From an optimization exercise on the open Yosys and OpenROAD flow, aimed at small area; shortcuts taken in it are not production practice.
Only simulation tests tie the RTL to the original design; equivalence was not proved.
Power and IR drop assume default switching activity.

Setup of JK:
## cpufinal
module cpufinal (clk, rst, data, data_in, addr_out, out);
input clk, rst;
input [7:0] data_in, data;
output reg [7:0] addr_out, out;
localparam RA = 3'b100;  
localparam RB = 3'b101;  
localparam P  = 3'b111;  
localparam W1 = 3'b010;  
localparam W2 = 3'b011;  
localparam F  = 3'b000;  
localparam X  = 3'b001;  
reg [2:0] s;
reg [7:0] ir;             
reg [7:0] a;              
reg [7:0] pc;             
reg [1:0] reg1, reg2;     
reg [8:0] temp;           
reg [7:0] result;         
reg op2;                  
reg clear;                
reg [7:0] datareg;
reg [7:0] rf0, rf1, rf2, rf3;
wire st_step = s[2];
wire st_latch = s[1];
wire st_f = s == F;
wire st_x = s == X;
wire [3:0] op = ir[7:4];
wire is_alu = op <= 4'b1001;
wire is_clr = op == 4'b1010;
wire is_ld = op == 4'b1011;
wire is_jmp = op == 4'b1100;
wire is_jc = op == 4'b1101;
wire is_nop = ir == 8'hFF;
wire inc = op2 & temp[8];
genvar gi;
wire [9:0] tc_c;
wire [8:0] temp_c;
assign tc_c[0] = inc;
generate for (gi = 0; gi < 9; gi = gi + 1) begin : g_tc
	assign temp_c[gi] = temp[gi] ^ tc_c[gi];
	assign tc_c[gi+1] = temp[gi] & tc_c[gi];
end endgenerate
wire [8:0] pc_c;
wire [7:0] pc_inc;
assign pc_c[0] = 1'b1;
generate for (gi = 0; gi < 8; gi = gi + 1) begin : g_pc
	assign pc_inc[gi] = pc[gi] ^ pc_c[gi];
	assign pc_c[gi+1] = pc[gi] & pc_c[gi];
end endgenerate
wire carry = temp_c[8];
wire [1:0] rsel = st_f ? reg2 : reg1;
reg [7:0] rd;
always @* begin
	case (rsel)
		2'd0: rd = rf0;
		2'd1: rd = rf1;
		2'd2: rd = rf2;
		default: rd = rf3;
	endcase
end
wire [7:0] rd1 = rd;
wire [7:0] rd2 = result;
wire arith = op[3:2] == 2'b00 && op[1:0] != 2'b11;   
wire inv = op == 4'b0001 || op == 4'b0010 || op == 4'b0110;
wire bmask = op != 4'b0110;
wire and_op = op == 4'b0100;
wire or_op = op == 4'b0011;
wire shift = op == 4'b0111 || op[3];
wire [7:0] bb = (rd2 & {8{bmask}}) ^ {8{inv}};
wire [7:0] pp = rd1 ^ bb;
wire [7:0] gg = rd1 & bb;
wire [8:0] cc;
assign cc[0] = op == 4'b0001;
generate for (gi = 0; gi < 8; gi = gi + 1) begin : g_add
	assign cc[gi+1] = gg[gi] | (pp[gi] & cc[gi]);
end endgenerate
wire [7:0] lo = (pp ^ (cc[7:0] & {8{arith}})) | (gg & {8{or_op}});
wire [7:0] shl = {rd1[6:0], op[3] & rd1[7]};
wire [7:0] shr = {1'b0, rd1[7:1]};
wire [7:0] res8 = shift ? ((op[3] & ~op[0]) ? shr : shl) : and_op ? gg : lo;
  ...
==> module cpufinal, before the edit <==
module cpufinal (clk, rst, data, data_in, addr_out, out);
input clk, rst;
input [7:0] data_in, data;
output reg [7:0] addr_out, out;
localparam RA = 3'b100;  
localparam RB = 3'b101;  
localparam P  = 3'b111;  
localparam W1 = 3'b010;  
localparam W2 = 3'b011;  
localparam F  = 3'b000;  
localparam X  = 3'b001;  
reg [2:0] s;
reg [7:0] ir;             
reg [7:0] a;              
reg [7:0] pc;             
reg [1:0] reg1, reg2;     
reg [8:0] temp;           
reg [7:0] result;         
reg op2;                  
reg clear;                
reg [7:0] datareg;
reg [7:0] rf0, rf1, rf2, rf3;
wire st_step = s[2];
wire st_latch = s[1];
wire st_f = s == F;
wire st_x = s == X;
wire [3:0] op = ir[7:4];
wire is_alu = op <= 4'b1001;
wire is_clr = op == 4'b1010;
wire is_ld = op == 4'b1011;
wire is_jmp = op == 4'b1100;
wire is_jc = op == 4'b1101;
wire is_nop = ir == 8'hFF;
wire inc = op2 & temp[8];
genvar gi;
wire [9:0] tc_c;
wire [8:0] temp_c;
assign tc_c[0] = inc;
generate for (gi = 0; gi < 9; gi = gi + 1) begin : g_tc
	assign temp_c[gi] = temp[gi] ^ tc_c[gi];
	assign tc_c[gi+1] = temp[gi] & tc_c[gi];
end endgenerate
wire [8:0] pc_c;
wire [7:0] pc_inc;
assign pc_c[0] = 1'b1;
generate for (gi = 0; gi < 8; gi = gi + 1) begin : g_pc
	assign pc_inc[gi] = pc[gi] ^ pc_c[gi];
	assign pc_c[gi+1] = pc[gi] & pc_c[gi];
end endgenerate
wire carry = temp_c[8];
wire [1:0] rsel = st_f ? reg2 : reg1;
reg [7:0] rd;
always @* begin
	case (rsel)
		2'd0: rd = rf0;
		2'd1: rd = rf1;
		2'd2: rd = rf2;
		default: rd = rf3;
	endcase
end
wire [7:0] rd1 = rd;
wire [7:0] rd2 = result;
wire arith = op[3:2] == 2'b00 && op[1:0] != 2'b11;   
wire inv = op == 4'b0001 || op == 4'b0010 || op == 4'b0110;
wire bmask = op != 4'b0110;
wire and_op = op == 4'b0100;
wire or_op = op == 4'b0011;
wire shift = op == 4'b0111 || op[3];
wire [7:0] bb = (rd2 & {8{bmask}}) ^ {8{inv}};
wire [7:0] pp = rd1 ^ bb;
wire [7:0] gg = rd1 & bb;
wire [8:0] cc;
assign cc[0] = op == 4'b0001;
generate for (gi = 0; gi < 8; gi = gi + 1) begin : g_add
	assign cc[gi+1] = gg[gi] | (pp[gi] & cc[gi]);
end endgenerate
wire [7:0] lo = (pp ^ (cc[7:0] & {8{arith}})) | (gg & {8{or_op}});
wire [7:0] shl = {rd1[6:0], op[3] & rd1[7]};
wire [7:0] shr = {1'b0, rd1[7:1]};
wire [7:0] res8 = shift ? ((op[3] & ~op[0]) ? shr : shl) : and_op ? gg : lo;
wire [8:0] alu = {arith ? (inv ^ cc[8]) : temp[8], res8};
wire [1:0] wsel = (op <= 4'b0101 || is_ld) ? ir[1:0] : ir[3:2];
wire we = st_step && (is_alu || is_ld);
always @(posedge clk) begin
	result <= (st_f && is_alu) ? rd : temp_c[7:0];
	if (rst) begin
		s <= RA;
		ir <= 0;
		pc <= 8'hFF;
		addr_out <= 0;
		out <= 0;
		datareg <= 0;
		temp <= 0;
	end else begin
		if (st_step || st_latch) begin
			if (s[0]) s <= F;
			else s <= {s[2:1], 1'b1};
		end else if (st_f) begin
			if (is_alu || is_clr || is_nop) s <= P;
			else s <= X;
		end else begin
			if (is_ld) s <= P;
			else if (is_jmp || is_jc) s <= W1;
		end
		if (st_latch) ir <= data_in;
		if (st_step) begin
			a <= pc;
			pc <= pc_inc;
		end
		if (st_x && (is_jmp || is_jc)) begin
			a <= pc;
			pc <= (is_jmp || carry) ? data : pc_inc;
		end
		if (st_f) addr_out <= a;
		if ((st_f && is_alu) || (st_x && is_ld)) begin
			datareg <= st_f ? result : data;
			out <= datareg;
		end
		if (s == P && is_alu) temp <= alu;
	end
	if (s == P && is_alu) begin
		reg1 <= ir[3:2];
		reg2 <= ir[1:0];
	end
	if (st_f && is_alu) op2 <= op == 4'b0010;
	if (st_f && is_alu) clear <= 0;
	if (st_f && is_clr) clear <= 1;
	if (rst || clear) begin
		rf0 <= 0; rf1 <= 0; rf2 <= 0; rf3 <= 0;
	end else if (we) begin
		case (wsel)
			2'd0: rf0 <= datareg;
			2'd1: rf1 <= datareg;
			2'd2: rf2 <= datareg;
			default: rf3 <= datareg;
		endcase
	end
end
endmodule
Settings: LEC_CHECK=0, CAP_MARGIN=0, CORE_MARGIN=2, CORE_UTILIZATION=65, GPL_TIMING_DRIVEN=0, PLACE_DENSITY=0.8, SLEW_MARGIN=0; clock period 5.0 ns.
standard.sh (not shown) runs the stock make flow with config.mk's settings and CLKGATE_MAP_FILE= SYNTH_SCRIPT=/design/flow/synth_recipe.tcl, a recipe that flattens the netlist after the stock synthesis.
==> flow/flow/run.sh <==
#!/bin/bash
# The standard layout with three changes:
#  - synthesis maps the logic with an area-oriented ABC script (flow/area.abc)
#    instead of ORFS's speed script; everything else in the synthesis,
#    including the flip-flop mapping, is the standard synthesis;
#  - the port buffers are made from the smallest buffer cell;
#  - clock-tree synthesis uses clkbuf_8 and adds no dummy loads.
set -euo pipefail
here=$(pwd)
sed "s|^  log_cmd abc {\*}\$abc_args|  log_cmd abc {*}[lreplace \$abc_args 1 1 $here/flow/area.abc]|" \
  "$FLOW_HOME/scripts/synth.tcl" > "$here/my_synth.tcl"
grep -q "flow/area.abc" "$here/my_synth.tcl"
sed "s|^source \$::env(SCRIPTS_DIR)/synth.tcl|source $here/my_synth.tcl|" \
  "$here/synth_recipe.tcl" > "$here/my_synth_recipe.tcl"
grep -q "my_synth.tcl" "$here/my_synth_recipe.tcl"
bash standard.sh "SYNTH_SCRIPT=$here/my_synth_recipe.tcl" \
  'BUFFER_PORTS_ARGS=-buffer_cell sky130_fd_sc_hd__buf_1' \
  'CTS_ARGS=-sink_clustering_enable -repair_clock_nets -buf_list sky130_fd_sc_hd__clkbuf_8 -dont_use_dummy_load' \
  finish > flow_make.log 2>&1
==> flow/flow/area.abc <==
&get -n
&st
&deepsyn -J 200 -T 120
&dch -f
&nf -R 1000
&put
JK reached the end of the flow, and the finished layout is clean on the timing, DRC and antenna checks.
The following lists how MS was set up differently from JK:
diff --git a/flow/design.v b/flow/design.v
--- a/flow/design.v
+++ b/flow/design.v
@@ -47,20 +47,23 @@
 	assign pc_inc[gi] = pc[gi] ^ pc_c[gi];
 	assign pc_c[gi+1] = pc[gi] & pc_c[gi];
 end endgenerate
 wire carry = temp_c[8];
-wire [1:0] rsel = st_f ? reg2 : reg1;
-reg [7:0] rd;
+reg [7:0] rd1, rd2;
 always @* begin
-	case (rsel)
-		2'd0: rd = rf0;
-		2'd1: rd = rf1;
-		2'd2: rd = rf2;
-		default: rd = rf3;
+	case (reg1)
+		2'd0: rd1 = rf0;
+		2'd1: rd1 = rf1;
+		2'd2: rd1 = rf2;
+		default: rd1 = rf3;
+	endcase
+	case (reg2)
+		2'd0: rd2 = rf0;
+		2'd1: rd2 = rf1;
+		2'd2: rd2 = rf2;
+		default: rd2 = rf3;
 	endcase
 end
-wire [7:0] rd1 = rd;
-wire [7:0] rd2 = result;
 wire arith = op[3:2] == 2'b00 && op[1:0] != 2'b11;   
 wire inv = op == 4'b0001 || op == 4'b0010 || op == 4'b0110;
 wire bmask = op != 4'b0110;
 wire and_op = op == 4'b0100;
@@ -81,17 +84,16 @@
 wire [8:0] alu = {arith ? (inv ^ cc[8]) : temp[8], res8};
 wire [1:0] wsel = (op <= 4'b0101 || is_ld) ? ir[1:0] : ir[3:2];
 wire we = st_step && (is_alu || is_ld);
 always @(posedge clk) begin
-	result <= (st_f && is_alu) ? rd : temp_c[7:0];
+	result <= temp_c[7:0];
 	if (rst) begin
 		s <= RA;
 		ir <= 0;
 		pc <= 8'hFF;
 		addr_out <= 0;
 		out <= 0;
 		datareg <= 0;
-		temp <= 0;
 	end else begin
 		if (st_step || st_latch) begin
 			if (s[0]) s <= F;
 			else s <= {s[2:1], 1'b1};
@@ -115,11 +117,11 @@
 		if ((st_f && is_alu) || (st_x && is_ld)) begin
 			datareg <= st_f ? result : data;
 			out <= datareg;
 		end
-		if (s == P && is_alu) temp <= alu;
 	end
-	if (s == P && is_alu) begin
+	if (st_step && is_alu) begin
+		temp <= alu;
 		reg1 <= ir[3:2];
 		reg2 <= ir[1:0];
 	end
 	if (st_f && is_alu) op2 <= op == 4'b0010;
--- outcome ---
From JK to MS the numbers moved as follows: relative area change from synthesis to final layout saw little to no change; die span in y saw an increase.
Compared to JK, MS has post-route worst setup slack 0.27 ns higher.
Per the comparison of MS with JK, utilization +0.23 points; fmax went up by 13 MHz.
MS ended up with a higher first-pass GRT wire length than JK did.
Capture point of the critical path = temp[7]$_DFFE_PP_: MS; capture point of the critical path = temp[8]$_SDFFE_PP0P_: JK
On area taken by flip-flops and latches: MS sits above JK.
Compare JK and MS | cell count lower: MS
Cmp MS vs JK: routed wire length lower in MS
Taking JK as the reference point, the total power of MS falls by 5.3%.
Against JK as the reference, MS delivers a higher number of detailed-routing iterations run before antenna repair.
Portion of the post-synthesis area used by sequential elements: MS higher than JK
MS went all the way through the flow, and no timing, DRC or antenna check failed.

Another version of the RTL of cpufinal (not shown whole).
Size in the first run: ~440 cells after synthesis, roughly 110 flip-flops, about 34 I/O pins, about 0.0044 mm² of cells after synthesis.
==> module cpufinal, before the edit <==
module cpufinal (clk, rst, data, data_in, addr_out, out);
input clk, rst;
input [7:0] data_in, data;
output reg [7:0] addr_out, out;
localparam RA = 3'b100;  
localparam RB = 3'b101;  
localparam P  = 3'b111;  
localparam W1 = 3'b010;  
localparam W2 = 3'b011;  
localparam F  = 3'b000;  
localparam X  = 3'b001;  
reg [2:0] s;
reg [7:0] ir;             
reg [7:0] a;              
reg [7:0] pc;             
reg [1:0] reg1, reg2;     
reg [8:0] temp;           
reg [7:0] result;         
reg op2;                  
reg clear;                
reg [7:0] datareg;
reg [7:0] rf0, rf1, rf2, rf3;
wire st_step = s[2];
wire st_latch = s[1];
wire st_f = s == F;
wire st_x = s == X;
wire [3:0] op = ir[7:4];
wire is_alu = op <= 4'b1001;
wire is_clr = op == 4'b1010;
wire is_ld = op == 4'b1011;
wire is_jmp = op == 4'b1100;
wire is_jc = op == 4'b1101;
wire is_nop = ir == 8'hFF;
wire inc = op2 & temp[8];
genvar gi;
wire [9:0] tc_c;
wire [8:0] temp_c;
assign tc_c[0] = inc;
generate for (gi = 0; gi < 9; gi = gi + 1) begin : g_tc
	assign temp_c[gi] = temp[gi] ^ tc_c[gi];
	assign tc_c[gi+1] = temp[gi] & tc_c[gi];
end endgenerate
wire [8:0] pc_c;
wire [7:0] pc_inc;
assign pc_c[0] = 1'b1;
generate for (gi = 0; gi < 8; gi = gi + 1) begin : g_pc
	assign pc_inc[gi] = pc[gi] ^ pc_c[gi];
	assign pc_c[gi+1] = pc[gi] & pc_c[gi];
end endgenerate
wire carry = temp_c[8];
wire [1:0] rsel = st_f ? reg2 : reg1;
reg [7:0] rd;
always @* begin
	case (rsel)
		2'd0: rd = rf0;
		2'd1: rd = rf1;
		2'd2: rd = rf2;
		default: rd = rf3;
	endcase
end
wire [7:0] rd1 = rd;
wire [7:0] rd2 = result;
wire arith = op[3:2] == 2'b00 && op[1:0] != 2'b11;   
wire inv = op == 4'b0001 || op == 4'b0010 || op == 4'b0110;
wire bmask = op != 4'b0110;
wire and_op = op == 4'b0100;
wire or_op = op == 4'b0011;
wire shift = op == 4'b0111 || op[3];
wire [7:0] bb = (rd2 & {8{bmask}}) ^ {8{inv}};
wire [7:0] pp = rd1 ^ bb;
wire [7:0] gg = rd1 & bb;
wire [8:0] cc;
assign cc[0] = op == 4'b0001;
generate for (gi = 0; gi < 8; gi = gi + 1) begin : g_add
	assign cc[gi+1] = gg[gi] | (pp[gi] & cc[gi]);
end endgenerate
wire [7:0] lo = (pp ^ (cc[7:0] & {8{arith}})) | (gg & {8{or_op}});
wire [7:0] shl = {rd1[6:0], op[3] & rd1[7]};
wire [7:0] shr = {1'b0, rd1[7:1]};
wire [7:0] res8 = shift ? ((op[3] & ~op[0]) ? shr : shl) : and_op ? gg : lo;
wire [8:0] alu = {arith ? (inv ^ cc[8]) : temp[8], res8};
wire [1:0] wsel = (op <= 4'b0101 || is_ld) ? ir[1:0] : ir[3:2];
wire we = st_step && (is_alu || is_ld);
always @(posedge clk) begin
	result <= (st_f && is_alu) ? rd : temp_c[7:0];
	if (rst) begin
		s <= RA;
		ir <= 0;
		pc <= 8'h01;
		a <= 0;
		addr_out <= 0;
		out <= 0;
		datareg <= 0;
		temp <= 0;
	end else begin
		if (st_step || st_latch) begin
			if (s[0]) s <= F;
			else s <= {s[2:1], 1'b1};
		end else if (st_f) begin
			if (is_alu || is_clr || is_nop) s <= P;
			else s <= X;
		end else begin
			if (is_ld) s <= P;
			else if (is_jmp || is_jc) s <= W1;
		end
		if (st_latch) ir <= data_in;
		if (st_f) begin
			addr_out <= a;
			a <= pc;
			pc <= pc_inc;
		end
		if (st_x && (is_jmp || (is_jc && carry))) pc <= data;
		if ((st_f && is_alu) || (st_x && is_ld)) begin
			datareg <= st_f ? result : data;
			out <= datareg;
		end
		if (s == P && is_alu) temp <= alu;
	end
	if (s == P && is_alu) begin
		reg1 <= ir[3:2];
		reg2 <= ir[1:0];
	end
	if (st_f && is_alu) op2 <= op == 4'b0010;
	if (st_f && is_alu) clear <= 0;
	if (st_f && is_clr) clear <= 1;
	if (rst || clear) begin
		rf0 <= 0; rf1 <= 0; rf2 <= 0; rf3 <= 0;
	end else if (we) begin
		case (wsel)
			2'd0: rf0 <= datareg;
			2'd1: rf1 <= datareg;
			2'd2: rf2 <= datareg;
			default: rf3 <= datareg;
		endcase
	end
end
endmodule
export LEC_CHECK = 0
export CAP_MARGIN = 0
export CORE_MARGIN = 2
export CORE_UTILIZATION = 65
export GPL_TIMING_DRIVEN = 0
export PLACE_DENSITY = 0.8
export SLEW_MARGIN = 0
create_clock -name core_clock -period 5.0 [get_ports {clk}]
==> flow/flow/run.sh <==
#!/bin/bash
# The standard layout with three changes:
#  - synthesis maps the logic with an area-oriented ABC script (flow/area.abc,
#    built around ABC's &deepsyn) instead of ORFS's speed script; everything
#    else in the synthesis, including the flip-flop mapping, is the standard flow's
#    standard synthesis;
#  - the port buffers are made from the smallest buffer cell;
#  - clock-tree synthesis uses clkbuf_8 and adds no dummy loads.
# All tool output goes to flow_make.log here and to ORFS's logs under orfs/.
set -euo pipefail
here=$(pwd)
sed "s|^  log_cmd abc {\*}\$abc_args|  log_cmd abc {*}[lreplace \$abc_args 1 1 $here/flow/area.abc]|" \
  "$FLOW_HOME/scripts/synth.tcl" > "$here/my_synth.tcl"
grep -q "flow/area.abc" "$here/my_synth.tcl"
sed "s|^source \$::env(SCRIPTS_DIR)/synth.tcl|source $here/my_synth.tcl|" \
  "$here/synth_recipe.tcl" > "$here/my_synth_recipe.tcl"
grep -q "my_synth.tcl" "$here/my_synth_recipe.tcl"
bash standard.sh "SYNTH_SCRIPT=$here/my_synth_recipe.tcl" \
  'BUFFER_PORTS_ARGS=-buffer_cell sky130_fd_sc_hd__buf_1' \
  'CTS_ARGS=-sink_clustering_enable -repair_clock_nets -buf_list sky130_fd_sc_hd__clkbuf_8 -dont_use_dummy_load' \
  finish > flow_make.log 2>&1
==> flow/flow/area.abc <==
&get -n
&st
&deepsyn -J 1000 -T 1500
&dch -f
&nf -R 1000
&put
The starting point finished with timing, DRC and antenna clean.
Then changed:
--- a/flow/design.v
+++ b/flow/design.v
@@ -86,8 +86,7 @@
 	if (rst) begin
 		s <= RA;
 		ir <= 0;
-		pc <= 8'h01;
-		a <= 0;
+		pc <= 8'hFF;
 		addr_out <= 0;
 		out <= 0;
 		datareg <= 0;
@@ -104,12 +103,15 @@
 			else if (is_jmp || is_jc) s <= W1;
 		end
 		if (st_latch) ir <= data_in;
-		if (st_f) begin
-			addr_out <= a;
+		if (st_step) begin
 			a <= pc;
 			pc <= pc_inc;
 		end
-		if (st_x && (is_jmp || (is_jc && carry))) pc <= data;
+		if (st_x && (is_jmp || is_jc)) begin
+			a <= pc;
+			pc <= (is_jmp || carry) ? data : pc_inc;
+		end
+		if (st_f) addr_out <= a;
 		if ((st_f && is_alu) || (st_x && is_ld)) begin
 			datareg <= st_f ? result : data;
 			out <= datareg;
After rerunning: The changed run finished clean; fmax is about the same; setup slack gets better by 0.0061 ns; worst hold slack gets worse by 0.031 ns; sequential power is higher by about 10%; wire length is higher by 0.51%; total power is higher by 9.4%; critical path depth is lower by 1; register-to-register slack stays flat; via count is lower by 1.5%; sequential share of layout area is higher by 1.1 points; area after synthesis is higher by 1.5%; final cell count is higher by 4.1%; non-clock buffer count is lower by 2.

-- port drivers added, routing unchanged --
How much do the figures lean on ideal ports? The routed layouts below were timed once more, with nothing changed but the port constraints. Step 1, drivers: a clkbuf_16 drives clk and a buf_2 each remaining input, both assumed. Step 2 times the ports against the registers' clock, not the clock port: input delays grow and output delays shrink by t, the midpoint of the rising clock arrivals with the driver on. a / b / c = ideal / step 1 / step 2; a / b = the first two.
run | t (ns) | setup WS [ns] | worst setup path after step 2 | worst data-port slew with drivers (ns) | cell pins on the clock port's net
JK | 0.386 | 0.371 / 0.371 / 0.371 | register to register | 0.03 | 1
MS | 0.381 | 0.641 / 0.641 / 0.641 | register to register | 0.03 | 1
the first run of note 2 | 0.385 | 0.347 / 0.347 / 0.347 | register to register | 0.04 | 1
the second run of note 2 | 0.387 | 0.353 / 0.354 / 0.354 | register to register | 0.03 | 1
After both steps setup and hold are still met in every run listed.
